Source: an optimization exercise on an open RTL-to-GDS flow (aim: small area). Production flows keep margins and buffers that such runs may drop.
Where RTL was checked, it was by simulation tests only, not by an equivalence proof against the original.
Function not checked in runs 1 to 3: the RTL went through the layout flow alone.
Power and IR drop assume default switching activity.

[flow/constraint.sdc]
create_clock -name core_clock -period 12.0 [get_ports {clk}]
set_input_delay 2.4000 -clock core_clock [delete_from_list [all_inputs] [get_ports {clk}]]
set_output_delay 2.4000 -clock core_clock [all_outputs]
set_load 0.01 [all_outputs]
[flow/design.v]
module Top #(
    parameter CLK_FREQ = 32'd2_000_000
) (
    input             clk,
    input             rstn,
    input             sw,
    input      [6:0]  keys,
    input             uart_rx,
    output            uart_tx,
    output     [7:0]  led,
    output     [3:0]  seg_sel,
    output     [7:0]  seg_data,
    output            bram_wr_en,
    output     [9:0]  bram_wr_addr,
    output     [7:0]  bram_wr_data
);
wire rst = ~rstn;
reg  [10:0] ms_cnt;
wire ms_tick = &{ms_cnt[10:6], ms_cnt[3:0]};
wire us_tick = (ms_cnt[5:0] == 6'd1);
always @(posedge clk) begin
    if (rst | ms_tick) ms_cnt <= 11'd0;
    else               ms_cnt <= ms_cnt + 11'd1;
end
reg  [8:0] blink_ms;
wire blink_end = &{blink_ms[8:4], blink_ms[2]};    
wire blink_tick = blink_end & ms_tick;
always @(posedge clk) begin
    if (rst)          blink_ms <= 9'd0;
    else if (ms_tick) blink_ms <= blink_end ? 9'd0 : blink_ms + 9'd1;
end
wire [7:0] kin = {~sw, keys};
reg  [7:0] kprev;
reg  [7:0] kstab;
reg        ksamp;
reg [15:0] kcnt;
wire [7:0] kchg = kin ^ kprev;
wire       kany = |kchg;
wire       kfin = ksamp & (&{kcnt[15], kcnt[12:10], kcnt[5:0]});
always @(posedge clk) begin
    if (rst) begin
        ksamp <= 1'b0;
        kprev <= 8'hff;
        kstab <= 8'hff;
    end else begin
        ksamp <= ksamp ? ~kfin : kany;
        kprev <= kin;
        if (kfin) kstab <= kprev;
    end
end
always @(posedge clk) begin
    if (rst | ~ksamp | kany) kcnt <= 16'd0;
    else                     kcnt <= kcnt + 16'd1;
end
wire [6:0] kfall = {7{kfin}} & kstab[6:0] & ~kprev[6:0];
reg        press0;
reg  [2:0] pressk;        
always @(posedge clk) begin
    if (rst) begin
        press0 <= 1'b0;
        pressk <= 3'd0;
    end else begin
        press0 <= kfall[0];
        pressk <= kfall[1] ? 3'd1 : kfall[2] ? 3'd2 : kfall[3] ? 3'd3 :
                  kfall[4] ? 3'd4 : kfall[5] ? 3'd5 : kfall[6] ? 3'd6 : 3'd0;
    end
end
wire sw_on = ~kstab[7];
localparam S_PEND = 3'd0;
localparam S_LD1  = 3'd1;
localparam S_LD   = 3'd3;
localparam S_RUN  = 3'd2;
localparam S_DN1  = 3'd6;
localparam S_DN   = 3'd4;
reg  [2:0] state;
wire st_ld   = (state == S_LD1) | (state == S_LD);
wire st_run  = (state == S_RUN);
wire st_dn1  = (state == S_DN1);
wire st_dn   = (state == S_DN1) | (state == S_DN);
wire st_idle = (state == S_PEND) | st_ld;       
wire detect_finish;
always @(posedge clk) begin
    if (rst) state <= S_PEND;
    else case (state)
        S_PEND:       state <= sw_on ? S_LD1 : press0 ? S_RUN : S_PEND;
        S_LD1, S_LD:  state <= sw_on ? S_LD : S_PEND;
        S_RUN:        state <= detect_finish ? S_DN1 : S_RUN;
        default:      state <= press0 ? S_PEND : S_DN;
    endcase
end
reg       dt_th;
reg [3:0] dt_h, dt_t, dt_o;
always @(posedge clk) begin
    if (rst | st_idle) begin
        dt_th <= 1'b0; dt_h <= 4'd0; dt_t <= 4'd0; dt_o <= 4'd0;
    end else if (us_tick & st_run) begin
        if (dt_o != 4'd9) dt_o <= dt_o + 4'd1;
        else begin
            dt_o <= 4'd0;
            if (dt_t != 4'd9) dt_t <= dt_t + 4'd1;
            else begin
                dt_t <= 4'd0;
                if (dt_h != 4'd9) dt_h <= dt_h + 4'd1;
                else begin
                    dt_h <= 4'd0;
                    dt_th <= 1'b1;
                end
            end
        end
    end
end
reg [1:0] disp_mode;
reg [2:0] disp_idx;
always @(posedge clk) begin
    if (rst) begin
        disp_mode <= 2'b00;
        disp_idx  <= 3'b111;
    end else if (st_dn1 & ~press0) begin
        disp_mode <= 2'b01;
        disp_idx  <= 3'b000;
    end else if (~st_dn) begin
        disp_mode <= 2'b00;
        disp_idx  <= 3'b111;
    end else if (pressk != 3'd0) begin
        disp_idx  <= pressk - 3'd1;
        disp_mode <= (disp_mode == 2'b10) ? 2'b11 : 2'b10;
    end
end
reg led7, led0, peak;
always @(posedge clk) begin
    if (rst) begin
        led7 <= 1'b0;
        led0 <= 1'b0;
        peak <= 1'b0;
    end else begin
        led7 <= st_ld ? (led7 ^ blink_tick) : 1'b1;
        led0 <= st_run ? ~(blink_tick & led0) : st_dn;
        if (st_dn) peak <= detect_finish;
    end
end
assign led = {led7, {6{peak}}, led0};
reg  [16:0] run_cnt;
wire        run_post = run_cnt[16] & (run_cnt[3] | (run_cnt[2] & run_cnt[1]));   
wire        run_last = run_cnt[16] & run_cnt[3] & run_cnt[0];                     
always @(posedge clk) begin
    if (rst | run_last)        run_cnt <= 17'd0;
    else if (st_run | run_post) run_cnt <= run_cnt + 17'd1;
end
assign detect_finish = run_cnt[16] & (run_cnt[3] | run_cnt[2]);
reg [2:0] ip0, ip1, ip2, ip3;
always @(posedge clk) begin
    ip0 <= disp_idx; ip1 <= ip0; ip2 <= ip1; ip3 <= ip2;
end
wire [2:0] pk = detect_finish ? ip3 : 3'd7;
reg [1:0] scan;
always @(posedge clk) begin
    if (rst)          scan <= 2'd0;
    else if (ms_tick) scan <= scan + 2'd1;
end
assign seg_sel = {scan == 2'd3, scan == 2'd2, scan == 2'd1, scan == 2'd0};
reg [3:0] pos_d, val_d;
always @(*) begin
    pos_d = 4'd0;
    val_d = 4'd0;
    case (pk)
        3'd0: begin pos_d = (scan==0)?4'd1:(scan==1)?4'd0:(scan==2)?4'd1:4'd5;
                    val_d = (scan==1)?4'd1:(scan==2)?4'd2:4'd0; end
        3'd1: begin pos_d = (scan==0)?4'd1:(scan==1)?4'd2:(scan==2)?4'd1:4'd8;
                    val_d = (scan==1)?4'd1:4'd0; end
        3'd2: begin pos_d = (scan==0)?4'd1:(scan==1)?4'd4:(scan==2)?4'd2:4'd0;
                    val_d = (scan==2)?4'd8:4'd0; end
        3'd3: begin pos_d = (scan==0)?4'd1:(scan==1)?4'd6:(scan==2)?4'd2:4'd5;
                    val_d = (scan==2)?4'd6:4'd0; end
        3'd4: begin pos_d = (scan==0)?4'd1:(scan==1)?4'd8:(scan==2)?4'd3:4'd0;
                    val_d = (scan==2)?4'd4:4'd0; end
        3'd5: begin pos_d = (scan==0)?4'd1:(scan==1)?4'd0:(scan==2)?4'd3:4'd1;
                    val_d = (scan==2)?4'd9:(scan==3)?4'd9:4'd0; end
        default: ;
    endcase
end
wire [3:0] time_d = (scan == 2'd0) ? {3'd0, dt_th} :
                    (scan == 2'd1) ? dt_h : (scan == 2'd2) ? dt_t : dt_o;
wire [3:0] digit = (disp_mode == 2'b01) ? time_d :
                   (disp_mode == 2'b10) ? pos_d :
                   (disp_mode == 2'b11) ? val_d : 4'd0;
reg [3:0] dq;
always @(posedge clk) begin
    if (rst) dq <= 4'd15;
    else     dq <= digit;
end
wire [7:0] seg_pat = (dq == 4'd0) ? 8'h3f : (dq == 4'd1) ? 8'h06 :
                     (dq == 4'd2) ? 8'h5b : (dq == 4'd3) ? 8'h4f :
                     (dq == 4'd4) ? 8'h66 : (dq == 4'd5) ? 8'h6d :
                     (dq == 4'd6) ? 8'h7d : (dq == 4'd7) ? 8'h07 :
                     (dq == 4'd8) ? 8'h7f : (dq == 4'd9) ? 8'h6f : 8'h00;
assign seg_data = seg_pat;
localparam R_IDLE = 2'd0;
localparam R_RX   = 2'd1;
localparam R_STOP = 2'd2;
localparam R_VAL  = 2'd3;      
reg        rx_d1;
reg  [3:0] ones;               
reg  [1:0] rstate;
reg  [3:0] rxcnt;
reg  [4:0] rcyc;
reg  [3:0] zeros;              
reg  [7:0] rbits;
wire rx_en = (rstate == R_VAL);
wire rxbit = ~(zeros[3] & zeros[0]);
wire long_bit = (rxcnt == 4'd1) | (rxcnt == 4'd3) | (rxcnt == 4'd6) | (rxcnt == 4'd8);
wire bit_end = long_bit ? (rcyc == 5'd18) : (rcyc == 5'd17);
always @(posedge clk) begin
    if (rst) begin
        rx_d1 <= 1'b0;
        ones  <= 4'd0;
    end else begin
        rx_d1 <= uart_rx;
        ones  <= ~rx_d1 ? 4'd0 : (ones[3] & ones[2]) ? ones : ones + 4'd1;
    end
end
always @(posedge clk) begin
    if (rst) rstate <= R_IDLE;
    else case (rstate)
        R_RX: begin
            if (bit_end) begin
                if (rxcnt == 4'd8)                 rstate <= R_STOP;
                else if ((rxcnt == 4'd0) & rxbit) rstate <= R_IDLE;
            end
        end
        R_STOP: begin
            if (rcyc[3] & rcyc[2]) rstate <= ones[3] ? R_VAL : R_IDLE;
        end
        default: begin
            if (ones[3] & ones[2] & ~rx_d1) rstate <= R_RX;
            else                            rstate <= R_IDLE;
        end
    endcase
end
always @(posedge clk) begin
    case (rstate)
        R_RX: begin
            if (bit_end) begin
                rcyc  <= 5'd1;
                zeros <= 4'd0;
                rxcnt <= (rxcnt == 4'd8) ? 4'd0 : rxcnt + 4'd1;
                rbits <= {rxbit, rbits[7:1]};
            end else begin
                rcyc  <= rcyc + 5'd1;
                zeros <= (~rx_d1 & ~(zeros[3] & zeros[0])) ? zeros + 4'd1 : zeros;
            end
        end
        R_STOP: begin
            rcyc <= (rcyc[3] & rcyc[2]) ? 5'd1 : rcyc + 5'd1;
        end
        default: begin
            rxcnt <= 4'd0;
            rcyc  <= 5'd2;
            zeros <= 4'd1;
        end
    endcase
end
wire bram_start = st_ld;
wire bram_new   = (state == S_LD1);
reg  [9:0] req_idx;
wire       req_end = &req_idx;
always @(posedge clk) begin
    if (rst | bram_new)         req_idx <= 10'd0;
    else if (rx_en & ~req_end)  req_idx <= req_idx + 10'd1;
end
reg       wr_en;
reg [9:0] wr_addr;
reg [7:0] wr_data;
always @(posedge clk) begin
    if (rst | ~bram_start) wr_en <= 1'b0;
    else if (rx_en)        wr_en <= 1'b1;
end
always @(posedge clk) begin
    if (rx_en & bram_start) begin
        wr_addr <= req_idx;
        wr_data <= rbits;
    end
end
assign bram_wr_en   = wr_en;
assign bram_wr_addr = wr_addr;
assign bram_wr_data = wr_data;
localparam E_WAIT = 2'd0;
localparam E_ROW  = 2'd1;
localparam E_COL  = 2'd2;
localparam T_IDLE = 3'd0;
localparam T_FIN  = 3'd1;    
localparam T_PRE  = 3'd2;    
localparam T_STRT = 3'd3;
localparam T_DATA = 3'd4;
localparam T_STOP = 3'd5;
localparam T_END  = 3'd6;
reg  [1:0] estate;
reg  [2:0] tstate;
reg  [8:0] tcnt;
reg        tbit;
reg        tx_q;
wire [4:0] dcnt   = tcnt[4:0];
wire [2:0] bcnt   = tcnt[7:5];
wire       d_end  = &dcnt;
wire       w_done = &tcnt;
wire       tx_fin = (tstate == T_FIN);
wire       tx_cond = ~bram_new & w_done & (estate != E_WAIT);
wire [8:0] tcnt_inc = d_end ? {tcnt[8:5] + 4'd1, 5'd14} : {tcnt[8:5], dcnt + 5'd1};
always @(posedge clk) begin
    if (rst) estate <= E_WAIT;
    else case (estate)
        E_ROW:   if (tx_fin) estate <= E_COL;
        E_COL:   if (tx_fin) estate <= E_WAIT;
        default: if (bram_new | (rx_en & ~req_end)) estate <= E_ROW;
    endcase
end
always @(posedge clk) begin
    if (rst) tstate <= T_IDLE;
    else case (tstate)
        T_IDLE:  if (tx_cond) tstate <= T_PRE;
        T_FIN:   tstate <= T_IDLE;
        T_PRE:   tstate <= T_STRT;
        T_STRT:  if (d_end) tstate <= T_DATA;
        T_DATA:  if (d_end & (bcnt == 3'd0)) tstate <= T_STOP;
        T_STOP:  if (d_end) tstate <= T_END;
        default: tstate <= T_FIN;
    endcase
end
wire [8:0] tcnt_n = (rst | tx_fin | ((tstate == T_IDLE) & bram_new)) ? {1'b0, 3'd1, 5'd28} :
                    (tstate == T_PRE) ? {4'd0, 5'd14} :
                    ((tstate == T_IDLE) & w_done) ? tcnt : tcnt_inc;
always @(posedge clk) tcnt <= tcnt_n;
wire       is_col = (estate == E_COL);
wire [7:0] req_byte = {is_col, 2'b00, is_col ? req_idx[4:0] : req_idx[9:5]};
wire [7:0] req_rot  = {req_byte[6:0], req_byte[7]};
always @(posedge clk) begin
    tbit <= bram_start & req_rot[tcnt_n[7:5]];
end
always @(posedge clk) begin
    if (rst) tx_q <= 1'b1;
    else     tx_q <= (tstate == T_STRT) ? 1'b0 : (tstate == T_DATA) ? tbit : 1'b1;
end
assign uart_tx = tx_q;
endmodule
[flow/run.sh]
#!/bin/bash
# synth_recipe.tcl (not shown) runs the flow's synth.tcl, then flattens the netlist and writes it again
# the make line also repeats each setting of config.mk as NAME=value (left out here)
make -C /OpenROAD-flow-scripts/flow DESIGN_CONFIG=/design/flow/config.mk WORK_HOME=/design/flow/orfs CLKGATE_MAP_FILE= SYNTH_SCRIPT=/design/flow/synth_recipe.tcl finish
[flow/config.mk]
export PLATFORM = sky130hd
export DESIGN_NAME = Top
export DESIGN_NICKNAME = Top
export VERILOG_FILES = /design/flow/design.v
export SDC_FILE = /design/flow/constraint.sdc
export NUM_CORES = 4
export LEC_CHECK = 0
export CAP_MARGIN = 20
export CORE_MARGIN = 2
export CORE_UTILIZATION = 40
export SLEW_MARGIN = 20
==> results of run 1 <==
[worst paths after layout]
kind / startpoint / end / slack [ns] / cells past startpoint
setup / recovery: rstn / tbit$_DFF_P_ / 7.28 / 8
hold / removal: ip2[2]$_DFF_P_ / ip3[2]$_DFF_P_ / 0.33 / 0
setup reg to reg: tcnt[1]$_SDFFE_PP0P_ / tbit$_DFF_P_ / 9.47 / 8
hold reg to reg: ip2[2]$_DFF_P_ / ip3[2]$_DFF_P_ / 0.33 / 0
[layout by cell type (no fill, tap or decap), types with 3 or more instances in the layout]
master	instances
sky130_fd_sc_hd__dfxtp_1	155
sky130_fd_sc_hd__nor2_1	118
sky130_fd_sc_hd__nand2_1	76
sky130_fd_sc_hd__a21oi_1	52
sky130_fd_sc_hd__clkdlybuf4s50_1	48
sky130_fd_sc_hd__o21ai_0	40
sky130_fd_sc_hd__nand3_1	37
sky130_fd_sc_hd__xnor2_1	37
sky130_fd_sc_hd__xor2_1	35
sky130_fd_sc_hd__edfxtp_1	34
sky130_fd_sc_hd__inv_1	33
sky130_fd_sc_hd__ha_1	29
sky130_fd_sc_hd__nor2b_1	26
sky130_fd_sc_hd__nor3_1	19
sky130_fd_sc_hd__clkbuf_16	18
sky130_fd_sc_hd__and3_1	17
sky130_fd_sc_hd__nand2b_1	16
sky130_fd_sc_hd__nand4_1	15
sky130_fd_sc_hd__mux2i_1	14
sky130_fd_sc_hd__or3_1	10
sky130_fd_sc_hd__a211oi_1	9
sky130_fd_sc_hd__and4_1	9
sky130_fd_sc_hd__and2_1	7
sky130_fd_sc_hd__nand3b_1	6
sky130_fd_sc_hd__nor3b_1	6
sky130_fd_sc_hd__o21a_1	6
sky130_fd_sc_hd__a31oi_1	6
sky130_fd_sc_hd__inv_6	5
sky130_fd_sc_hd__o32ai_1	4
sky130_fd_sc_hd__o211ai_1	4
sky130_fd_sc_hd__o22ai_1	3
sky130_fd_sc_hd__o21ai_1	3
sky130_fd_sc_hd__clkinvlp_4	3
sky130_fd_sc_hd__clkinv_4	3
sky130_fd_sc_hd__buf_4	3
[final cells by class]
cell class	instances	area, µm²	area share, %
inverter	34	128	1.32
timing repair buffer	52	508	5.27
sequential	189	4120	42.7
multi-input combinational	642	3970	41.1
clock inverter	13	128	1.32
clock buffer	19	458	4.75
tap	270	338	3.50
[state kept, by name, summed over array words and instances (netlist names), 5 cells and up]
name,flops
ms_cnt,11
rbits,8
kcnt,16
tcnt,9
wr_addr,10
kstab,8
req_idx,10
wr_data,8
rcyc,5
blink_ms,9
run_cnt,17
kprev,8
[through the flow]
step | instance area (µm²) | instances | util [%] | hold WS, ns
2_1_floorplan | 8390 | 901 | - | 0.310
3_3_place_gp | 9060 | 1187 | 44.4 | 0.310
3_5_place_dp | 9060 | 1187 | 44.4 | 0.312
4_1_cts | 9650 | 1219 | 47.2 | 0.328
5_1_grt | 9650 | 1219 | 47.2 | 0.337
6_report | 9650 | 1219 | 47.2 | 0.328
[cell families (layout without fill, tap and decap cells)]
kind of cell | count (synthesis) | count (layout) | share of synthesized area [%]
AOI/OAI and AO/OA | 151 | 151 | 11.1
muxes | 17 | 17 | 2.37
DFF | 189 | 189 | 49.1
and+or+nand+nor | 372 | 372 | 21.9
other | 1 | 1 | 0.0447
buffers and inverters | 70 | 118 | 3.62
adders and majority gates | 29 | 29 | 4.32
xor gates and xnor gates | 72 | 72 | 7.51
[metal layers]
layer / vias to the layer above / wire, µm / track usage (%)
met3: 11 / 397 / 3.39
met4: 0 / 132 / 3.86
met1: 2798 / 8080 / 20.4
met2: 70 / 6780 / 22.2
li1: 3184 / - / -
met5: - / 0 / 0
[power by group through the flow]
| stage | Combinational [µW] | Sequential, µW | Clock, µW |
|---|---|---|---|
| finish | 50.6 | 661 | 557 |
| global route | 57.5 | 662 | 599 |
| CTS | 51.3 | 661 | 572 |
| detailed placement | 51.1 | 675 | 0 |
| global placement | 50.7 | 675 | 0 |
| floorplan | 37.7 | 671 | 0 |
==> run summary, run 1 <==
RUN STATUS
--------------------------------------------------------------------------------------------------
Result of the run                                                                     complete, no violations

POWER AND IR DROP
--------------------------------------------------------------------------------------------------
Switching share of power                                                                     22.7%
Logic gate share of total power                                                               4.0%
Int Power                                                                                   980 µW
Reported leakage power                                                                  0.00334 µW
Portion of total power attributed to sequential cells                                        52.1%
Total power per unit cell area                                                          131 nW/µm²
Total power draw                                                                           1270 µW
Switch Pwr                                                                                  288 µW
Power share of the clock group                                                               43.9%
Peak supply drop                                                                           82.9 µV

PLACED DESIGN
--------------------------------------------------------------------------------------------------
Final GP Congestion                                                                          0.775
Sum of net half-perimeters after detailed placement                                       10700 µm
Number of I/O port buffers                                                                      49
Worst Setup Slack post-DPL                                                                 6.84 ns

SYNTH
--------------------------------------------------------------------------------------------------
Post-synth top cells                                                                  155 x sky130_fd_sc_hd__dfxtp_1, 118 x sky130_fd_sc_hd__nor2_1, 76 x sky130_fd_sc_hd__nand2_1
Synth warn                                                                                       1
Number of enable-type register cells in the synthesized netlist                                 34
Post-synth net total                                                                           941
Sequential cell area fraction in the yosys report                                            49.1%
Synth Instances                                                                                901
Main synth FF type                                                                    sky130_fd_sc_hd__dfxtp_1
Mean instance size in the synthesized netlist                                             9.32 µm²
Most used standard cell by instance count after synthesis                             sky130_fd_sc_hd__dfxtp_1
Fraction of post-synthesis cell area in the top cell type by area                            37.0%
Async set-or-reset flop fraction in the synthesized netlist                                     0%
Register bit total from synthesis                                                              189
Post-synth design cell area                                                               8390 µm²
Area leader, netlist                                                                  sky130_fd_sc_hd__dfxtp_1
Leading cell types by total area after synthesis                                      sky130_fd_sc_hd__dfxtp_1 37%, sky130_fd_sc_hd__edfxtp_1 12%, sky130_fd_sc_hd__nor2_1 5.3%
Synth cell types                                                                                66

STA
--------------------------------------------------------------------------------------------------
Worst Skew                                                                               0.0104 ns
Fraction of the cycle the final worst path needs                                             39.3%
Peak clock frequency supported by timing                                                 0.212 GHz
Aggregate negative setup slack                                                                0 ns
Number of max-slew violations in the final report                                                0
Time the final worst path needs with I/O delays and setup                                  4.72 ns
Worst path setup slack after routing                                                       7.28 ns
Worst-margin pin slew                                                                     0.940 ns
Setup repair after global routing missed its margin                                             no
Final setup violation count                                                                      0
Tightest slew margin relative to the limit                                                   36.9%
Final Hold Violating Endpoints                                                                   0

FLOORPLAN
--------------------------------------------------------------------------------------------------
Width of the die                                                                            149 µm
Full die area                                                                            22200 µm²
I/O pins                                                                                        51
Y dimension of the die                                                                      149 µm
Core Area                                                                                20400 µm²
Number of core rows                                                                             52
Initial cell density of the core                                                             41.1%

DRT
--------------------------------------------------------------------------------------------------
Violation count after the first detailed-routing iteration                                     291
Total Wirelength                                                                          15400 µm
Iteration count of the initial detailed-routing pass                                             5
Total vias in the final route                                                                 6063
Routed wire length per instance                                                            12.6 µm
Mean number of vias per cell                                                                  4.97
Antenna violation net count after detailed routing                                               0
Total DRC errors in the routed layout                                                            0

WORST SETUP PATH
--------------------------------------------------------------------------------------------------
Cell at the slowest stage of the critical path                                        sky130_fd_sc_hd__clkinv_1
CP cell instances                                                                     buf_2 -> buf_4 -> clkinv_1 -> o31a_1 -> a211oi_2 -> mux4_2 -> nand3b_1 -> a31oi_1
Path type of the worst setup path                                                           in2reg
Crit path buf inv count                                                                          3
Crit path largest cell delay                                                               0.60 ns
Worst setup SP type                                                                   primary input
Critical Path AT                                                                           5.03 ns
Largest fanout on the critical path                                                             40
Endpoint class of the critical path                                                       register
Cell family with most CP delay                                                        buffers and inverters
Req. time, crit path                                                                      12.32 ns

FINISH
--------------------------------------------------------------------------------------------------
Fillers                                                                                       1990
Layout cells sized above 1                                                                   5.16%
Count of nets after finishing                                                                  976
Number of antenna diodes                                                                         0
Area Overhead vs Synth                                                                       15.0%

CLOCK TREE
--------------------------------------------------------------------------------------------------
Clock insertion delay at the later pin of the skew report                                  0.43 ns
CTS tree                                                                                      done
Clock Sinks                                                                                    189
Longest Clk Path Bufs                                                                            2
Clock transition time at the flip-flop clock pins of the worst setup and hold paths        0.07 ns
Root Buffer                                                                           sky130_fd_sc_hd__clkbuf_16
Post-CTS resize count                                                                            0
Number of buffers created by CTS                                                                17
Htree depth                                                                                      4
Hold buffer count at CTS                                                                         0
Total setup buffers inserted after CTS                                                           0

RUN
--------------------------------------------------------------------------------------------------
Max-cap check violation count                                                                    0

HOLD PATH
--------------------------------------------------------------------------------------------------
Class of the most critical hold timing path                                                reg2reg

GLOBAL ROUTE
--------------------------------------------------------------------------------------------------
Antenna violations before repair                                                                 0
Global-route wire length before repair                                                    26100 µm
Grt total ovfl                                                                                   0
Via count of the first global-routing pass                                                    5547
Total GRT Usage                                                                              14.4%
Largest net degree at the start of global routing                                               41

==> run 2: changes to the inputs <==
--- a/flow/design.v
+++ b/flow/design.v
@@ -23,11 +23,11 @@
     else               ms_cnt <= ms_cnt + 11'd1;
 end
 reg  [8:0] blink_ms;
-wire blink_end = &{blink_ms[8:4], blink_ms[2]};    
+wire blink_end = (blink_ms == 9'd67);
 wire blink_tick = blink_end & ms_tick;
 always @(posedge clk) begin
     if (rst)          blink_ms <= 9'd0;
-    else if (ms_tick) blink_ms <= blink_end ? 9'd0 : blink_ms + 9'd1;
+    else if (ms_tick) blink_ms <= blink_end ? 9'd0 : {blink_ms[7:0], ~(blink_ms[8] ^ blink_ms[4])};
 end
 wire [7:0] kin = {~sw, keys};
 reg  [7:0] kprev;
@@ -36,7 +36,7 @@
 reg [15:0] kcnt;
 wire [7:0] kchg = kin ^ kprev;
 wire       kany = |kchg;
-wire       kfin = ksamp & (&{kcnt[15], kcnt[12:10], kcnt[5:0]});
+wire       kfin = ksamp & (kcnt == 16'hff2f);
 always @(posedge clk) begin
     if (rst) begin
         ksamp <= 1'b0;
@@ -50,7 +50,7 @@
 end
 always @(posedge clk) begin
     if (rst | ~ksamp | kany) kcnt <= 16'd0;
-    else                     kcnt <= kcnt + 16'd1;
+    else                     kcnt <= {kcnt[14:0], ~(kcnt[15] ^ kcnt[13] ^ kcnt[12] ^ kcnt[10])};
 end
 wire [6:0] kfall = {7{kfin}} & kstab[6:0] & ~kprev[6:0];
 reg        press0;
--- a/flow/config.mk
+++ b/flow/config.mk
@@ -8,4 +8,5 @@
 export CAP_MARGIN = 20
 export CORE_MARGIN = 2
 export CORE_UTILIZATION = 40
+export CTS_BUF_LIST = sky130_fd_sc_hd__clkbuf_8
 export SLEW_MARGIN = 20
==> run summary, run 2 <==
HOLD PATH
--------------------------------------------------------------------------------------------------
Class of the most critical hold timing path                                                reg2reg
Hold Startpoint                                                                       ip2[0]$_DFF_P_
Worst hold stages                                                                                0
Worst Hold Path EP                                                                    ip3[0]$_DFF_P_

SYNTH
--------------------------------------------------------------------------------------------------
Main synth FF type                                                                    sky130_fd_sc_hd__dfxtp_1
Synth warn                                                                                       1
Synth Instances                                                                                877
Leading cell types by total area after synthesis                                      sky130_fd_sc_hd__dfxtp_1 37%, sky130_fd_sc_hd__edfxtp_1 12%, sky130_fd_sc_hd__ha_1 4.1%
Post-synth design cell area                                                               8310 µm²
Number of enable-type register cells in the synthesized netlist                                 34
Post-synth net total                                                                           915
Sequential cell area fraction in the yosys report                                            49.6%
Area leader, netlist                                                                  sky130_fd_sc_hd__dfxtp_1
Synth cell types                                                                                61
Fraction of post-synthesis cell area in the top cell type by area                            37.3%
Most used standard cell by instance count after synthesis                             sky130_fd_sc_hd__dfxtp_1
Register bit total from synthesis                                                              189
Post-synth top cells                                                                  155 x sky130_fd_sc_hd__dfxtp_1, 90 x sky130_fd_sc_hd__nor2_1, 69 x sky130_fd_sc_hd__nand2_1
Mean instance size in the synthesized netlist                                             9.47 µm²
Async set-or-reset flop fraction in the synthesized netlist                                     0%

POWER AND IR DROP
--------------------------------------------------------------------------------------------------
Reported leakage power                                                                  0.00323 µW
Peak supply drop                                                                           88.0 µV
Total power draw                                                                           1110 µW
Total power per unit cell area                                                          119 nW/µm²

STA
--------------------------------------------------------------------------------------------------
Number of max-slew violations in the final report                                                0
Aggregate negative setup slack                                                                0 ns
Worst Skew                                                                               0.0169 ns
Tightest slew margin relative to the limit                                                   44.6%
Setup repair after global routing missed its margin                                             no
Worst-margin pin slew                                                                     0.831 ns
Fraction of the cycle the final worst path needs                                             37.8%
Time the final worst path needs with I/O delays and setup                                  4.53 ns
Peak clock frequency supported by timing                                                 0.221 GHz
Final Hold Violating Endpoints                                                                   0
Final setup violation count                                                                      0

PLACED DESIGN
--------------------------------------------------------------------------------------------------
Sum of net half-perimeters after detailed placement                                       10300 µm
Number of I/O port buffers                                                                      49
Final GP Congestion                                                                          0.790

DRT
--------------------------------------------------------------------------------------------------
Total Wirelength                                                                          15100 µm
Routed wire length per instance                                                            12.7 µm
Violation count after the first detailed-routing iteration                                     278
Antenna violation net count after detailed routing                                               0
Total DRC errors in the routed layout                                                            0
Total vias in the final route                                                                 5894
Iteration count of the initial detailed-routing pass                                             6
Mean number of vias per cell                                                                  4.95

WORST SETUP PATH
--------------------------------------------------------------------------------------------------
Path type of the worst setup path                                                          reg2out
Req. time, crit path                                                                       9.60 ns
Reg-to-reg setup timing slack                                                              9.37 ns
Cell at the slowest stage of the critical path                                        sky130_fd_sc_hd__clkdlybuf4s50_1
Terminus of the critical flop-to-flop path                                            tbit$_DFF_P_
Endpoint class of the critical path                                                     output pin
Library cell appearing most often on the critical path                                sky130_fd_sc_hd__a21oi_1
CP cell instances                                                                     or2_2 -> nor2_1 -> a21oi_1 -> a21oi_1 -> a21oi_1 -> clkdlybuf4s50_1
Cells on worst reg2reg path                                                                      9
Cell family with most CP delay                                                        buffers and inverters
Crit path buf inv count                                                                          1
Critical Path AT                                                                           2.13 ns
Worst setup SP type                                                                       register
Crit path largest cell delay                                                               0.55 ns
Source of the worst register-to-register timing path                                  tcnt[0]$_SDFFE_PP0N_
Largest fanout on the critical path                                                             12

CLOCK TREE
--------------------------------------------------------------------------------------------------
Longest Clk Path Bufs                                                                            2
Htree depth                                                                                      4
Total setup buffers inserted after CTS                                                           0
CTS tree                                                                                      done
Root Buffer                                                                           sky130_fd_sc_hd__clkbuf_8
Clock insertion delay at the later pin of the skew report                                  0.46 ns
Hold buffer count at CTS                                                                         0
Clock Sinks                                                                                    189
Number of buffers created by CTS                                                                17
Post-CTS resize count                                                                            0
Clock transition time at the flip-flop clock pins of the worst setup and hold paths        0.10 ns

GLOBAL ROUTE
--------------------------------------------------------------------------------------------------
Largest net degree at the start of global routing                                               65
Via count of the first global-routing pass                                                    5363
Global-route wire length before repair                                                    25700 µm
Antenna violations before repair                                                                 0
Total GRT Usage                                                                              14.2%
Grt total ovfl                                                                                   0

RUN
--------------------------------------------------------------------------------------------------
Max-cap check violation count                                                                    0

FINISH
--------------------------------------------------------------------------------------------------
Number of antenna diodes                                                                         0
Largest registers                                                                     run_cnt x17, kcnt x16, ms_cnt x11
Register containing the most flip-flops in the final layout                                run_cnt
Flip-flop count of the largest register after layout                                            17
Layout cells sized above 1                                                                   5.00%
Leading cell type in the layout, fill and taps excluded                               sky130_fd_sc_hd__dfxtp_1
Most frequent cells in the layout                                                     155 x sky130_fd_sc_hd__dfxtp_1, 90 x sky130_fd_sc_hd__nor2_1, 69 x sky130_fd_sc_hd__nand2_1
Count of nets after finishing                                                                  945
Area Overhead vs Synth                                                                       12.9%

FLOORPLAN
--------------------------------------------------------------------------------------------------
Width of the die                                                                            148 µm
I/O pins                                                                                        51
Core Area                                                                                20300 µm²
Y dimension of the die                                                                      148 µm
Number of core rows                                                                             52
Initial cell density of the core                                                             40.9%
Full die area                                                                            21900 µm²

RUN STATUS
--------------------------------------------------------------------------------------------------
Result of the run                                                                     complete, no violations

run 2: routing by layer:
| metal | vias up | global-route usage (%) | part of all wire, % | wire length [µm] |
|---|---|---|---|---|
| met2 | 86 | 21.1 | 43 | 6480 |
| met1 | 2696 | 20.2 | 52 | 7850 |
| li1 | 3101 | - | - | - |
| met4 | 0 | 3.71 | 1.0 | 158 |
| met3 | 11 | 4.45 | 4.2 | 640 |
| met5 | - | 0 | 0 | 0 |
run 2: cells by family (layout without fill, tap and decap cells):
family | Yosys count | in the layout | share of synthesized area [%]
compound gates | 144 | 144 | 10.7
xor+xnor | 57 | 57 | 6.01
fa+ha+maj | 27 | 27 | 4.07
buf+inv | 75 | 118 | 3.83
flops | 189 | 189 | 49.6
mux | 28 | 28 | 3.55
other cells | 1 | 1 | 0.0451
simple gates | 356 | 356 | 22.2
run 2: per-stage QoR:
stage | hold slack [ns] | instance area, µm² | cells | utilization (%) | setup WS (ns)
after floorplan | 0.310 | 8310 | 877 | - | 8.25
after global placement | 0.311 | 8980 | 1158 | 44.2 | 7.35
after detailed placement | 0.313 | 8980 | 1158 | 44.2 | 7.57
after CTS | 0.336 | 9370 | 1190 | 46.2 | 7.42
after global routing | 0.346 | 9380 | 1190 | 46.2 | 7.30
final | 0.333 | 9380 | 1190 | 46.2 | 7.47
run 2: how the worst max path moves through the flow:
stage	start	end	slack, ns	cells after the start
after floorplan	rstn	tbit$_DFF_P_	8.25	6
final	dq[2]$_SDFF_PN1_	seg_data[3]	7.47	6
after global routing	dq[2]$_SDFF_PN1_	seg_data[3]	7.30	6
after global placement	sw	kcnt[0]$_SDFF_PP0_	7.35	5
after detailed placement	rstn	tbit$_DFF_P_	7.57	7
after CTS	dq[2]$_SDFF_PN1_	seg_data[3]	7.42	6
run 2: where the power goes:
| part | switching (µW) | internal [µW] |
|---|---|---|
| sequential | 7.82 | 649 |
| clock | 222 | 191 |
| combinational | 21.4 | 20.4 |
run 2: layout make-up:
type	instances	area, µm²
clock buffers	18	248
clock inverters	14	143
fillers	1993	10900
flip-flops and latches	189	4120
multi-input cells	613	3880
well taps	270	338
inverters	32	120
repair buffers	54	523
==> run 3: changes to the inputs <==
--- a/flow/config.mk
+++ b/flow/config.mk
@@ -7,6 +7,6 @@
 export LEC_CHECK = 0
 export CAP_MARGIN = 20
 export CORE_MARGIN = 2
-export CORE_UTILIZATION = 40
-export CTS_BUF_LIST = sky130_fd_sc_hd__clkbuf_8
+export CORE_UTILIZATION = 60
+export CTS_BUF_LIST = sky130_fd_sc_hd__clkbuf_4 sky130_fd_sc_hd__clkbuf_16
 export SLEW_MARGIN = 20
==> run summary, run 3 <==
DRT
--------------------------------------------------------------------------------------------------
Iteration count of the initial detailed-routing pass                                             5
Routed wire length per instance                                                            13.9 µm
Violation count after the first detailed-routing iteration                                     373
Antenna violation net count after detailed routing                                               0
Total DRC errors in the routed layout                                                            0
Mean number of vias per cell                                                                  5.58
Total vias in the final route                                                                 6116
Total Wirelength                                                                          15200 µm

GLOBAL ROUTE
--------------------------------------------------------------------------------------------------
Total GRT Usage                                                                              21.8%
Grt total ovfl                                                                                   0
Via count of the first global-routing pass                                                    5744
Antenna violations before repair                                                                 0
Global-route wire length before repair                                                    26300 µm
Largest net degree at the start of global routing                                               65

WORST SETUP PATH
--------------------------------------------------------------------------------------------------
Largest fanout on the critical path                                                             12
Worst setup SP type                                                                       register
Path type of the worst setup path                                                          reg2out
Cell family with most CP delay                                                        simple AND/OR/NAND/NOR gates
Crit path largest cell delay                                                               0.49 ns
Library cell appearing most often on the critical path                                sky130_fd_sc_hd__a21oi_1
Endpoint class of the critical path                                                     output pin
CP cell instances                                                                     or2_2 -> nor2_1 -> a21oi_1 -> a21oi_1 -> a21oi_1 -> clkdlybuf4s50_1
Critical Path AT                                                                           2.12 ns
Req. time, crit path                                                                       9.60 ns
Crit path buf inv count                                                                          1
Cell at the slowest stage of the critical path                                        sky130_fd_sc_hd__clkdlybuf4s50_1

FINISH
--------------------------------------------------------------------------------------------------
Count of nets after finishing                                                                  945
Most frequent cells in the layout                                                     155 x sky130_fd_sc_hd__dfxtp_1, 90 x sky130_fd_sc_hd__nor2_1, 69 x sky130_fd_sc_hd__nand2_1
Final Cell Area                                                                           9460 µm²
Leading cell type in the layout, fill and taps excluded                               sky130_fd_sc_hd__dfxtp_1
Layout cells sized above 1                                                                   5.22%
Number of antenna diodes                                                                         0
Flip-flop count of the largest register after layout                                            17
Multi-input combinational cell area                                                       3880 µm²
Final Non-Filler Cells                                                                        1096
Register containing the most flip-flops in the final layout                                run_cnt
Largest registers                                                                     run_cnt x17, kcnt x16, ms_cnt x11
Register Area                                                                             4120 µm²
Fillers                                                                                       1012
Area Overhead vs Synth                                                                       13.8%

FLOORPLAN
--------------------------------------------------------------------------------------------------
Initial cell density of the core                                                             62.0%
Width of the die                                                                            122 µm
Core Area                                                                                13400 µm²
Number of core rows                                                                             42
I/O pins                                                                                        51
Full die area                                                                            14800 µm²
Y dimension of the die                                                                      122 µm

CLOCK TREE
--------------------------------------------------------------------------------------------------
Clock transition time at the flip-flop clock pins of the worst setup and hold paths        0.08 ns
Number of buffers created by CTS                                                                17
Total setup buffers inserted after CTS                                                           0
Hold buffer count at CTS                                                                         0
Post-CTS resize count                                                                            0
Htree depth                                                                                      4
CTS tree                                                                                      done
Longest Clk Path Bufs                                                                            2
Clock Sinks                                                                                    189
Root Buffer                                                                           sky130_fd_sc_hd__clkbuf_16
Clock insertion delay at the later pin of the skew report                                  0.43 ns

SYNTH
--------------------------------------------------------------------------------------------------
Number of enable-type register cells in the synthesized netlist                                 34
Leading cell types by total area after synthesis                                      sky130_fd_sc_hd__dfxtp_1 37%, sky130_fd_sc_hd__edfxtp_1 12%, sky130_fd_sc_hd__ha_1 4.1%
Area leader, netlist                                                                  sky130_fd_sc_hd__dfxtp_1
Fraction of post-synthesis cell area in the top cell type by area                            37.3%
Sequential cell area fraction in the yosys report                                            49.6%
Async set-or-reset flop fraction in the synthesized netlist                                     0%
Parity-gate share of the synthesized area counting xor and xnor cells                        6.01%
Synth cell types                                                                                61
Multiplexer fraction of the synthesized cell area                                            3.55%
Most used standard cell by instance count after synthesis                             sky130_fd_sc_hd__dfxtp_1
Compound-gate portion of the synthesized area                                                10.7%
Synth Instances                                                                                877
Main synth FF type                                                                    sky130_fd_sc_hd__dfxtp_1
Register bit total from synthesis                                                              189
Post-synth top cells                                                                  155 x sky130_fd_sc_hd__dfxtp_1, 90 x sky130_fd_sc_hd__nor2_1, 69 x sky130_fd_sc_hd__nand2_1
Post-synth design cell area                                                               8310 µm²
Post-synthesis simple-gate area fraction                                                     22.2%
Share of synthesized cell area in full adder, half adder and majority cells                  4.07%
Post-synth net total                                                                           915
Mean instance size in the synthesized netlist                                             9.47 µm²
Combinational family with the most area after synthesis                               simple AND/OR/NAND/NOR gates
Synth warn                                                                                       1

STA
--------------------------------------------------------------------------------------------------
Aggregate negative setup slack                                                                0 ns
Final setup violation count                                                                      0
Worst-margin pin slew                                                                     0.851 ns
Tightest slew margin relative to the limit                                                   43.3%
Peak clock frequency supported by timing                                                 0.221 GHz
Time the final worst path needs with I/O delays and setup                                  4.52 ns
Worst Skew                                                                              0.00983 ns
Fraction of the cycle the final worst path needs                                             37.7%
Setup repair after global routing missed its margin                                             no
Final Hold Slack                                                                          0.323 ns
Final Hold Violating Endpoints                                                                   0
Number of max-slew violations in the final report                                                0

PLACED DESIGN
--------------------------------------------------------------------------------------------------
Final GP Congestion                                                                          0.840
Post-detailed-placement cell area                                                         8860 µm²
Post-Place Cells                                                                              1064
Number of I/O port buffers                                                                      49
Sum of net half-perimeters after detailed placement                                       10700 µm

POWER AND IR DROP
--------------------------------------------------------------------------------------------------
Total power draw                                                                           1250 µW
Reported leakage power                                                                  0.00331 µW
Peak supply drop                                                                            115 µV
Total power per unit cell area                                                          132 nW/µm²

RUN
--------------------------------------------------------------------------------------------------
Max-cap check violation count                                                                    0

HOLD PATH
--------------------------------------------------------------------------------------------------
Class of the most critical hold timing path                                                reg2reg

RUN STATUS
--------------------------------------------------------------------------------------------------
Result of the run                                                                     complete, no violations

## run 3: layout make-up
cell class | instances | share of cell area [%]
clock buffer | 17 | 4.50
inverter | 32 | 1.27
clock inverter | 15 | 1.71
sequential | 189 | 43.6
timing repair buffer | 54 | 5.53
tap | 176 | 2.33
multi-input combinational | 613 | 41.1
## run 3: kinds of logic (layout without fill, tap and decap cells)
group | Yosys count | count (layout)
compound gates | 144 | 144
xor+xnor | 57 | 57
fa+ha+maj | 27 | 27
buf+inv | 75 | 118
flops | 189 | 189
mux | 28 | 28
other cells | 1 | 1
simple gates | 356 | 356
## run 3: per-stage QoR
stage	setup slack (ns)	utilization (%)
detailed placement	7.39	66.1
floorplan	8.25	-
finish	7.48	70.6
global placement	7.54	66.1
CTS	7.51	70.5
global route	7.35	70.6
## run 3: path summary, 6_finish.rpt
check	start	to	slack (ns)	depth (start not counted)
setup / recovery	dq[2]$_SDFF_PN1_	seg_data[3]	7.48	6
hold / removal	ip2[1]$_DFF_P_	ip3[1]$_DFF_P_	0.32	0
setup reg to reg	tcnt[0]$_SDFFE_PP0N_	tbit$_DFF_P_	9.29	9
hold reg to reg	ip2[1]$_DFF_P_	ip3[1]$_DFF_P_	0.32	0
## run 3: layer usage
metal / GRT usage (%) / vias to the layer above / routed length, µm
met5: 0 / - / 0
met4: 5.89 / 0 / 150
met3: 5.20 / 15 / 509
met2: 35.1 / 117 / 7000
met1: 29.7 / 2877 / 7580
li1: - / 3107 / -
## run 3: where the power goes
| group | switching [µW] | total (µW) | internal, µW |
|---|---|---|---|
| clock | 266 | 547 | 281 |
| sequential | 7.94 | 657 | 649 |
| combinational | 21.7 | 42.2 | 20.4 |
| total | 295 | 1250 | 950 |
## run 3: worst register-to-register path: stages (launching register included)
cell and delay (ns):
sky130_fd_sc_hd__dfxtp_1 0.41, sky130_fd_sc_hd__ha_1 0.25, sky130_fd_sc_hd__and3_1 0.17, sky130_fd_sc_hd__ha_1 0.45
sky130_fd_sc_hd__xnor2_1 0.18, sky130_fd_sc_hd__nor2_1 0.05, sky130_fd_sc_hd__nor3_1 0.44, sky130_fd_sc_hd__mux4_2 0.29
sky130_fd_sc_hd__nor2b_1 0.04, sky130_fd_sc_hd__o41ai_1 0.31
==> run 4: changes to the inputs <==
--- a/flow/design.v
+++ b/flow/design.v
@@ -23,11 +23,11 @@
     else               ms_cnt <= ms_cnt + 11'd1;
 end
 reg  [8:0] blink_ms;
-wire blink_end = (blink_ms == 9'd67);
+wire blink_end = &{blink_ms[8:4], blink_ms[2]};    
 wire blink_tick = blink_end & ms_tick;
 always @(posedge clk) begin
     if (rst)          blink_ms <= 9'd0;
-    else if (ms_tick) blink_ms <= blink_end ? 9'd0 : {blink_ms[7:0], ~(blink_ms[8] ^ blink_ms[4])};
+    else if (ms_tick) blink_ms <= blink_end ? 9'd0 : blink_ms + 9'd1;
 end
 wire [7:0] kin = {~sw, keys};
 reg  [7:0] kprev;
@@ -36,7 +36,7 @@
 reg [15:0] kcnt;
 wire [7:0] kchg = kin ^ kprev;
 wire       kany = |kchg;
-wire       kfin = ksamp & (kcnt == 16'hff2f);
+wire       kfin = ksamp & (&{kcnt[15], kcnt[12:10], kcnt[5:0]});
 always @(posedge clk) begin
     if (rst) begin
         ksamp <= 1'b0;
@@ -50,7 +50,7 @@
 end
 always @(posedge clk) begin
     if (rst | ~ksamp | kany) kcnt <= 16'd0;
-    else                     kcnt <= {kcnt[14:0], ~(kcnt[15] ^ kcnt[13] ^ kcnt[12] ^ kcnt[10])};
+    else                     kcnt <= kcnt + 16'd1;
 end
 wire [6:0] kfall = {7{kfin}} & kstab[6:0] & ~kprev[6:0];
 reg        press0;
@@ -139,14 +139,25 @@
     end
 end
 assign led = {led7, {6{peak}}, led0};
-reg  [16:0] run_cnt;
-wire        run_post = run_cnt[16] & (run_cnt[3] | (run_cnt[2] & run_cnt[1]));   
-wire        run_last = run_cnt[16] & run_cnt[3] & run_cnt[0];                     
+reg        ds0, ds1, ds2;
+reg [15:0] wait_cnt;
+reg        fd0, fd1;
+wire       new_req = ds1 & ~ds2;
+wire       fin_w = &wait_cnt;
 always @(posedge clk) begin
-    if (rst | run_last)        run_cnt <= 17'd0;
-    else if (st_run | run_post) run_cnt <= run_cnt + 17'd1;
+    if (rst) begin
+        ds0 <= 1'b0; ds1 <= 1'b0; ds2 <= 1'b0;
+        fd0 <= 1'b0; fd1 <= 1'b0;
+    end else begin
+        ds0 <= st_run; ds1 <= ds0; ds2 <= ds1;
+        fd0 <= fin_w;  fd1 <= fd0;
+    end
 end
-assign detect_finish = run_cnt[16] & (run_cnt[3] | run_cnt[2]);
+always @(posedge clk) begin
+    if (rst | new_req)       wait_cnt <= 16'd0;
+    else if (ds1 & ~fin_w)   wait_cnt <= wait_cnt + 16'd1;
+end
+assign detect_finish = fd1;
 reg [2:0] ip0, ip1, ip2, ip3;
 always @(posedge clk) begin
     ip0 <= disp_idx; ip1 <= ip0; ip2 <= ip1; ip3 <= ip2;
@@ -183,17 +194,27 @@
 wire [3:0] digit = (disp_mode == 2'b01) ? time_d :
                    (disp_mode == 2'b10) ? pos_d :
                    (disp_mode == 2'b11) ? val_d : 4'd0;
-reg [3:0] dq;
+reg [7:0] seg_pat;
+always @(*) begin
+    case (digit)
+        4'd0: seg_pat = 8'h3f;
+        4'd1: seg_pat = 8'h06;
+        4'd2: seg_pat = 8'h5b;
+        4'd3: seg_pat = 8'h4f;
+        4'd4: seg_pat = 8'h66;
+        4'd5: seg_pat = 8'h6d;
+        4'd6: seg_pat = 8'h7d;
+        4'd7: seg_pat = 8'h07;
+        4'd8: seg_pat = 8'h7f;
+        default: seg_pat = 8'h6f;
+    endcase
+end
+reg [7:0] seg_q;
 always @(posedge clk) begin
-    if (rst) dq <= 4'd15;
-    else     dq <= digit;
+    if (rst) seg_q <= 8'h00;
+    else     seg_q <= seg_pat;
 end
-wire [7:0] seg_pat = (dq == 4'd0) ? 8'h3f : (dq == 4'd1) ? 8'h06 :
-                     (dq == 4'd2) ? 8'h5b : (dq == 4'd3) ? 8'h4f :
-                     (dq == 4'd4) ? 8'h66 : (dq == 4'd5) ? 8'h6d :
-                     (dq == 4'd6) ? 8'h7d : (dq == 4'd7) ? 8'h07 :
-                     (dq == 4'd8) ? 8'h7f : (dq == 4'd9) ? 8'h6f : 8'h00;
-assign seg_data = seg_pat;
+assign seg_data = seg_q;
 localparam R_IDLE = 2'd0;
 localparam R_RX   = 2'd1;
 localparam R_STOP = 2'd2;
@@ -295,16 +316,14 @@
 localparam T_END  = 3'd6;
 reg  [1:0] estate;
 reg  [2:0] tstate;
-reg  [8:0] tcnt;
+reg  [7:0] wcnt;
+reg  [4:0] dcnt;
+reg  [2:0] bcnt;
 reg        tbit;
 reg        tx_q;
-wire [4:0] dcnt   = tcnt[4:0];
-wire [2:0] bcnt   = tcnt[7:5];
-wire       d_end  = &dcnt;
-wire       w_done = &tcnt;
-wire       tx_fin = (tstate == T_FIN);
-wire       tx_cond = ~bram_new & w_done & (estate != E_WAIT);
-wire [8:0] tcnt_inc = d_end ? {tcnt[8:5] + 4'd1, 5'd14} : {tcnt[8:5], dcnt + 5'd1};
+wire tx_fin  = (tstate == T_FIN);
+wire d_end   = (dcnt == 5'd17);
+wire tx_cond = ~bram_new & ~tx_fin & (wcnt == 8'd0) & (estate != E_WAIT);
 always @(posedge clk) begin
     if (rst) estate <= E_WAIT;
     else case (estate)
@@ -314,26 +333,34 @@
     endcase
 end
 always @(posedge clk) begin
+    if (rst | bram_new | tx_fin) wcnt <= 8'd1;
+    else if (wcnt != 8'd0)       wcnt <= wcnt + 8'd1;
+end
+always @(posedge clk) begin
     if (rst) tstate <= T_IDLE;
     else case (tstate)
         T_IDLE:  if (tx_cond) tstate <= T_PRE;
         T_FIN:   tstate <= T_IDLE;
         T_PRE:   tstate <= T_STRT;
         T_STRT:  if (d_end) tstate <= T_DATA;
-        T_DATA:  if (d_end & (bcnt == 3'd0)) tstate <= T_STOP;
+        T_DATA:  if (d_end & (bcnt == 3'd7)) tstate <= T_STOP;
         T_STOP:  if (d_end) tstate <= T_END;
         default: tstate <= T_FIN;
     endcase
 end
-wire [8:0] tcnt_n = (rst | tx_fin | ((tstate == T_IDLE) & bram_new)) ? {1'b0, 3'd1, 5'd28} :
-                    (tstate == T_PRE) ? {4'd0, 5'd14} :
-                    ((tstate == T_IDLE) & w_done) ? tcnt : tcnt_inc;
-always @(posedge clk) tcnt <= tcnt_n;
+always @(posedge clk) begin
+    if ((tstate == T_PRE) | d_end) dcnt <= 5'd0;
+    else                           dcnt <= dcnt + 5'd1;
+end
+wire [2:0] bcnt_n = bcnt + {2'd0, (tstate == T_DATA) & d_end};
+always @(posedge clk) begin
+    if (rst) bcnt <= 3'd0;
+    else     bcnt <= bcnt_n;
+end
 wire       is_col = (estate == E_COL);
 wire [7:0] req_byte = {is_col, 2'b00, is_col ? req_idx[4:0] : req_idx[9:5]};
-wire [7:0] req_rot  = {req_byte[6:0], req_byte[7]};
 always @(posedge clk) begin
-    tbit <= bram_start & req_rot[tcnt_n[7:5]];
+    tbit <= bram_start & req_byte[bcnt_n];
 end
 always @(posedge clk) begin
     if (rst) tx_q <= 1'b1;
--- a/flow/config.mk
+++ b/flow/config.mk
@@ -7,6 +7,5 @@
 export LEC_CHECK = 0
 export CAP_MARGIN = 20
 export CORE_MARGIN = 2
-export CORE_UTILIZATION = 60
-export CTS_BUF_LIST = sky130_fd_sc_hd__clkbuf_4 sky130_fd_sc_hd__clkbuf_16
+export CORE_UTILIZATION = 40
 export SLEW_MARGIN = 20
==> run summary, run 4 <==
RUN STATUS
--------------------------------------------------------------------------------------------------
Result of the run                                                                     complete, no violations

FLOORPLAN
--------------------------------------------------------------------------------------------------
Full die area                                                                            24000 µm²
Y dimension of the die                                                                      155 µm
I/O pins                                                                                        51
Number of core rows                                                                             55
Core Area                                                                                22500 µm²
Initial cell density of the core                                                             40.4%
Width of the die                                                                            155 µm

SYNTH
--------------------------------------------------------------------------------------------------
Post-synth net total                                                                           984
Sequential cell area fraction in the yosys report                                            48.4%
Mean instance size in the synthesized netlist                                             9.76 µm²
Synth Instances                                                                                932
Main synth FF type                                                                    sky130_fd_sc_hd__dfxtp_1
Most used standard cell by instance count after synthesis                             sky130_fd_sc_hd__dfxtp_1
Synth cell types                                                                                80
Leading cell types by total area after synthesis                                      sky130_fd_sc_hd__dfxtp_1 37%, sky130_fd_sc_hd__edfxtp_1 11%, sky130_fd_sc_hd__ha_1 5.6%
Register bit total from synthesis                                                              203
Async set-or-reset flop fraction in the synthesized netlist                                     0%
Fraction of post-synthesis cell area in the top cell type by area                            37.2%
Area leader, netlist                                                                  sky130_fd_sc_hd__dfxtp_1
Number of enable-type register cells in the synthesized netlist                                 34
Synth warn                                                                                       1
Post-synth top cells                                                                  169 x sky130_fd_sc_hd__dfxtp_1, 128 x sky130_fd_sc_hd__nor2_1, 62 x sky130_fd_sc_hd__nand2_1
Post-synth design cell area                                                               9090 µm²

WORST SETUP PATH
--------------------------------------------------------------------------------------------------
Critical path endpoint                                                                  seg_sel[2]
Reg-to-reg setup timing slack                                                              9.04 ns
Worst setup SP type                                                                       register
Source of the worst register-to-register timing path                                  scan[0]$_SDFFE_PN0P_
Endpoint class of the critical path                                                     output pin
Crit path buf inv count                                                                          2
CP Depth                                                                                         3
Path type of the worst setup path                                                          reg2out
Cells on worst reg2reg path                                                                     12
Terminus of the critical flop-to-flop path                                            seg_q[4]$_SDFF_PN0_
Largest fanout on the critical path                                                             12
Cell at the slowest stage of the critical path                                        sky130_fd_sc_hd__clkdlybuf4s50_1
CP cell instances                                                                     inv_1 -> ha_1 -> clkdlybuf4s50_1
Crit path largest cell delay                                                               0.63 ns
Req. time, crit path                                                                       9.60 ns
Cell family with most CP delay                                                        buffers and inverters
Setup crit start                                                                      scan[0]$_SDFFE_PN0P_
Critical Path AT                                                                           2.13 ns

POWER AND IR DROP
--------------------------------------------------------------------------------------------------
Total power per unit cell area                                                          146 nW/µm²
Total power draw                                                                           1550 µW
Peak supply drop                                                                           98.2 µV
Reported leakage power                                                                  0.00376 µW

STA
--------------------------------------------------------------------------------------------------
Fraction of the cycle the final worst path needs                                             37.8%
Worst-margin pin slew                                                                     0.723 ns
Peak clock frequency supported by timing                                                 0.221 GHz
Time the final worst path needs with I/O delays and setup                                  4.53 ns
Worst Skew                                                                              0.00779 ns
Number of max-slew violations in the final report                                                0
Final Hold Violating Endpoints                                                                   0
Setup repair after global routing missed its margin                                             no
Aggregate negative setup slack                                                                0 ns
Final setup violation count                                                                      0
Worst path setup slack after routing                                                       7.47 ns
Tightest slew margin relative to the limit                                                   51.4%

DRT
--------------------------------------------------------------------------------------------------
Total DRC errors in the routed layout                                                            0
Mean number of vias per cell                                                                  5.00
Total Wirelength                                                                          16800 µm
Antenna violation net count after detailed routing                                               0
Iteration count of the initial detailed-routing pass                                             4
Routed wire length per instance                                                            13.0 µm
Total vias in the final route                                                                 6426
Violation count after the first detailed-routing iteration                                     314

FINISH
--------------------------------------------------------------------------------------------------
Layout cells sized above 1                                                                   7.11%
Most frequent cells in the layout                                                     169 x sky130_fd_sc_hd__dfxtp_1, 128 x sky130_fd_sc_hd__nor2_1, 62 x sky130_fd_sc_hd__nand2_1
Area Overhead vs Synth                                                                       16.5%
Largest registers                                                                     kcnt x16, wait_cnt x16, ms_cnt x11
Final Cell Area                                                                          10600 µm²
Number of antenna diodes                                                                         0
Leading cell type in the layout, fill and taps excluded                               sky130_fd_sc_hd__dfxtp_1
Count of nets after finishing                                                                 1033

CLOCK TREE
--------------------------------------------------------------------------------------------------
Hold buffer count at CTS                                                                         0
CTS tree                                                                                      done
Number of buffers created by CTS                                                                24
Longest Clk Path Bufs                                                                            3
Post-CTS resize count                                                                            0
Root Buffer                                                                           sky130_fd_sc_hd__clkbuf_16
Total setup buffers inserted after CTS                                                           0
Clock insertion delay at the later pin of the skew report                                  0.51 ns
Clock Sinks                                                                                    203
Clock transition time at the flip-flop clock pins of the worst setup and hold paths        0.06 ns
Htree depth                                                                                      1

GLOBAL ROUTE
--------------------------------------------------------------------------------------------------
Largest net degree at the start of global routing                                               43
Via count of the first global-routing pass                                                    5977
Grt total ovfl                                                                                   0
Global-route wire length before repair                                                    28400 µm
Total GRT Usage                                                                              13.9%
Antenna violations before repair                                                                 0

HOLD PATH
--------------------------------------------------------------------------------------------------
Class of the most critical hold timing path                                                reg2reg
Hold Startpoint                                                                       ip0[2]$_DFF_P_

PLACED DESIGN
--------------------------------------------------------------------------------------------------
Sum of net half-perimeters after detailed placement                                       11500 µm
Post-detailed-placement cell area                                                         9780 µm²
Worst Setup Slack post-DPL                                                                 7.83 ns
Final GP Congestion                                                                          0.758
Number of I/O port buffers                                                                      49

RUN
--------------------------------------------------------------------------------------------------
Max-cap check violation count                                                                    0

run 4: changes by cell type after synthesis, sizes merged, moves of 7 or more:
cell    delta
a211oi     +7
and2      -16
buf        +7
clkbuf    -19
dfxtp     +14
ha        +14
nand2      -7
nand3     +21
nor2      +40
o21ai     -11
or3        -7
xor2      +26
run 4: where the power goes:
part	switching, µW	total [µW]	leakage, µW	internal (µW)
Clock	278	735	0.000399	457
Combinational	43.8	85.6	0.00168	41.7
Sequential	21.6	731	0.00168	709
Total	343	1550	0.00376	1210
run 4: worst min path at each step:
| stage | to | slack, ns | depth (start not counted) |
|---|---|---|---|
| 2_1_floorplan | ip1[0]$_DFF_P_ | 0.31 | 0 |
| 3_3_place_gp | ip2[1]$_DFF_P_ | 0.31 | 0 |
| 3_5_place_dp | ip2[1]$_DFF_P_ | 0.31 | 0 |
| 4_1_cts | ip2[1]$_DFF_P_ | 0.32 | 0 |
| 5_1_grt | ip3[1]$_DFF_P_ | 0.33 | 0 |
| 6_report | ip1[2]$_DFF_P_ | 0.32 | 0 |
run 4: kinds of logic (layout without fill, tap and decap cells):
kind of cell | count (synthesis) | after routing | share of synthesized area [%]
other cells | 1 | 1 | 0.0412
simple gates | 389 | 389 | 22.2
compound gates | 119 | 119 | 8.64
fa+ha+maj | 41 | 41 | 5.64
mux | 28 | 28 | 3.43
flops | 203 | 203 | 48.4
buf+inv | 68 | 135 | 3.61
xor+xnor | 83 | 83 | 8.00
run 4: stage by stage:
stage                     hold WS [ns]  util (%)  cells
after floorplan                  0.310         -    932
after global routing             0.333      47.1   1284
after CTS                        0.322      47.1   1284
after detailed placement         0.312      43.5   1240
after global placement           0.310      43.5   1240
final                            0.323      47.1   1284
run 4: cell type report:
type / instances / area (µm²)
repair buffers: 54 / 523
fillers: 2103 / 11900
clock buffers: 31 / 669
flip-flops and latches: 203 / 4400
well taps: 285 / 357
inverters: 37 / 139
clock inverters: 13 / 139
multi-input cells: 661 / 4360
run 4: layer usage:
metal  GRT usage (%)  share of wire, %  up-vias
met1            19.3                51     2987
met3            2.63               3.7       26
met4            3.88               1.8        0
li1                -                 -     3335
met5               0                 0        -
met2            22.3                44       78

==> separate check: timing with driven ports <==
In the flow no input, the clock included, has a driving cell. The finished layouts below were timed again as built, in two steps.
Step 1 (the two cells are an assumption about what drives the block):
set clk [get_ports {clk}]
set_driving_cell -lib_cell sky130_fd_sc_hd__clkbuf_16 $clk
set_driving_cell -lib_cell sky130_fd_sc_hd__buf_2 [delete_from_list [all_inputs] $clk]
Step 2 adds t to the input delays and takes it off the output delays; t is the mean of the earliest and latest rising clock arrival at the registers after step 1. Input paths then give back, and output paths get back, about the clock's delay inside the block.
a / b / c = ideal ports / drivers / drivers and shift; a / b = the first two.
run | shift t [ns] | slack for setup (ns) | worst hold slack (ns) | worst setup path at the end | slew at the worst register clock pin (ns)
run 1 | 0.466 | 7.280 / 7.299 / 6.833 | 0.328 / 0.328 / 0.328 | input to register | 0.07 / 0.07
run 2 | 0.489 | 7.465 / 7.428 / 7.582 | 0.333 / 0.333 / 0.333 | input to register | 0.10 / 0.10
run 3 | 0.462 | 7.477 / 7.437 / 7.565 | 0.323 / 0.323 / 0.323 | input to register | 0.08 / 0.08
run 4 | 0.545 | 7.467 / 7.426 / 7.862 | 0.323 / 0.323 / 0.323 | input to register | 0.06 / 0.06
After both steps setup and hold are still met in every run listed. For run 1, which loses most, drivers alone change the setup slack by +0.019 ns; drivers and shift together by -0.447 ns.
